What follows belongs to an exercise in optimizing a design on an open flow for small area, a short achievable clock period and few clock cycles per item; a production flow would make more cautious choices. The RTL was checked by simulation tests, not by an equivalence proof against the original design.

==> v34: inputs <==
## ntt_16point
module ntt_16point(
    input wire clk,
    input wire rst,
    input wire start,
    input wire [111:0] data_in,
    output reg done,
    output wire [6:0] result_0,
    output wire [6:0] result_1,
    output wire [6:0] result_2,
    output wire [6:0] result_3,
    output wire [6:0] result_4,
    output wire [6:0] result_5,
    output wire [6:0] result_6,
    output wire [6:0] result_7,
    output wire [6:0] result_8,
    output wire [6:0] result_9,
    output wire [6:0] result_10,
    output wire [6:0] result_11,
    output wire [6:0] result_12,
    output wire [6:0] result_13,
    output wire [6:0] result_14,
    output wire [6:0] result_15
);
make LEC_CHECK=0 CAP_MARGIN=20 CORE_MARGIN=2 CORE_UTILIZATION=40 SLEW_MARGIN=20 SYNTH_HIERARCHICAL=1 finish   # period 16.0 ns
run.sh (not shown) runs the stock make flow with config.mk's settings and CLKGATE_MAP_FILE= SYNTH_SCRIPT=/design/flow/synth_recipe.tcl, a recipe that flattens the netlist after the stock synthesis.
==> v18 (differences from v34) <==
Settings changed: CORE_UTILIZATION 40 to 65, PLACE_DENSITY from default to 0.75, SETUP_SLACK_MARGIN from default to 5.
==> v32 (differences from v34) <==
==> flow/flow/run.sh (new file) <==
#!/bin/bash
set -euo pipefail
export BUFFER_PORTS_ARGS="-buffer_cell sky130_fd_sc_hd__buf_1"
bash standard.sh > flow_make.log 2>&1
==> flow/standard.sh (new file) <==
#!/bin/bash
# synth_recipe.tcl (not shown) runs the flow's synth.tcl, then flattens the netlist and writes it again
# the make line also repeats each setting of config.mk as NAME=value (left out here)
make -C /OpenROAD-flow-scripts/flow DESIGN_CONFIG=/design/flow/config.mk WORK_HOME=/design/flow/orfs CLKGATE_MAP_FILE= SYNTH_SCRIPT=/design/flow/synth_recipe.tcl "${@:-finish}"
removed: flow/run.sh
==> v20 (differences from v34) <==
==> flow/flow/run.sh (new file) <==
#!/bin/bash
set -euo pipefail
export BUFFER_PORTS_ARGS="-buffer_cell sky130_fd_sc_hd__buf_2"
bash standard.sh > flow_make.log 2>&1
==> flow/standard.sh (new file) <==
#!/bin/bash
# synth_recipe.tcl (not shown) runs the flow's synth.tcl, then flattens the netlist and writes it again
# the make line also repeats each setting of config.mk as NAME=value (left out here)
make -C /OpenROAD-flow-scripts/flow DESIGN_CONFIG=/design/flow/config.mk WORK_HOME=/design/flow/orfs CLKGATE_MAP_FILE= SYNTH_SCRIPT=/design/flow/synth_recipe.tcl "${@:-finish}"
removed: flow/run.sh
==> run notes <==
| metric | v20 | v18 | v34 | v32 |
|---|---|---|---|---|
| Result of the run | finished clean | finished clean | finished clean | finished clean |
| Met3 usage | 1.894% | 3.775% | 2.392% | 2.784% |
| Starting utilization of the core area | 40.38% | 66.22% | 40.38% | 40.38% |
| Met2 track demand over resource | 30.98% | 49.33% | 31.67% | 30.70% |
| Fill cell count | 6662 | 2797 | 6613 | 6672 |
| Vias in the first global route | 18070 | 19140 | 18370 | 18150 |
| Worst Path Max Fanout | 7 | 5 | 7 | 7 |
| Fraction of area in multi-input gates | 69.76% | 67.06% | 67.43% | 70.51% |
| Layout overhead on the synthesized area | 6.581% | 14.86% | 10.27% | 5.450% |
| Antenna violations before repair | 0 | 0 | 1 | 0 |
| Placer Congestion | 0.8938 | 0.9126 | 0.8781 | 0.8913 |
| Number of nets in the layout | 3562 | 3691 | 3562 | 3563 |
| Period utilization | 70.85% | 69.57% | 73.08% | 70.72% |
| Multi-input gate area in the final layout | 21870 sq um | 22650 sq um | 21870 sq um | 21870 sq um |
| Final critical-path required period | 11.34 ns | 11.13 ns | 11.69 ns | 11.31 ns |
| Sum of net half-perimeters after detailed placement | 56.52 mm | 51.71 mm | 57.30 mm | 56.96 mm |
| Post-CTS resize count | 0 | 354 | 0 | 0 |
| Standard cell core area | 72830 sq um | 44410 sq um | 72830 sq um | 72830 sq um |
Testbench counts of v34, summed over its fixed seeds: cycles 512, transforms 512.
Testbench counts of v18, summed over its fixed seeds: cycles 512, transforms 512.
Testbench counts of v32, summed over its fixed seeds: cycles 512, transforms 512.
Testbench counts of v20, summed over its fixed seeds: cycles 512, transforms 512.

## what the ideal ports hide
How much do the figures lean on ideal ports? The routed layouts below were timed once more, with nothing changed but the port constraints.
Step 1 assumes that a clkbuf_16 drives the clock port and a buf_2 every other input.
Step 2, shift: input delay + t, output delay - t, t = (earliest + latest rising clock arrival at the registers) / 2. This alone moves slack from input paths to output paths.
Three values: no drivers, after step 1, after step 2; two values: the first two.
run | t (ns) | setup WS [ns] | hold WS [ns]
v34 | 0.487 | 4.308 / 4.249 / 4.736 | 0.548 / 0.548 / 0.548
v18 | 0.477 | 4.869 / 4.818 / 5.090 | 0.477 / 0.477 / 0.477
v32 | 0.480 | 4.685 / 4.629 / 5.109 | 0.473 / 0.473 / 0.473
v20 | 0.476 | 4.665 / 4.607 / 5.083 | 0.494 / 0.494 / 0.494
After both steps setup and hold are still met in every run listed.
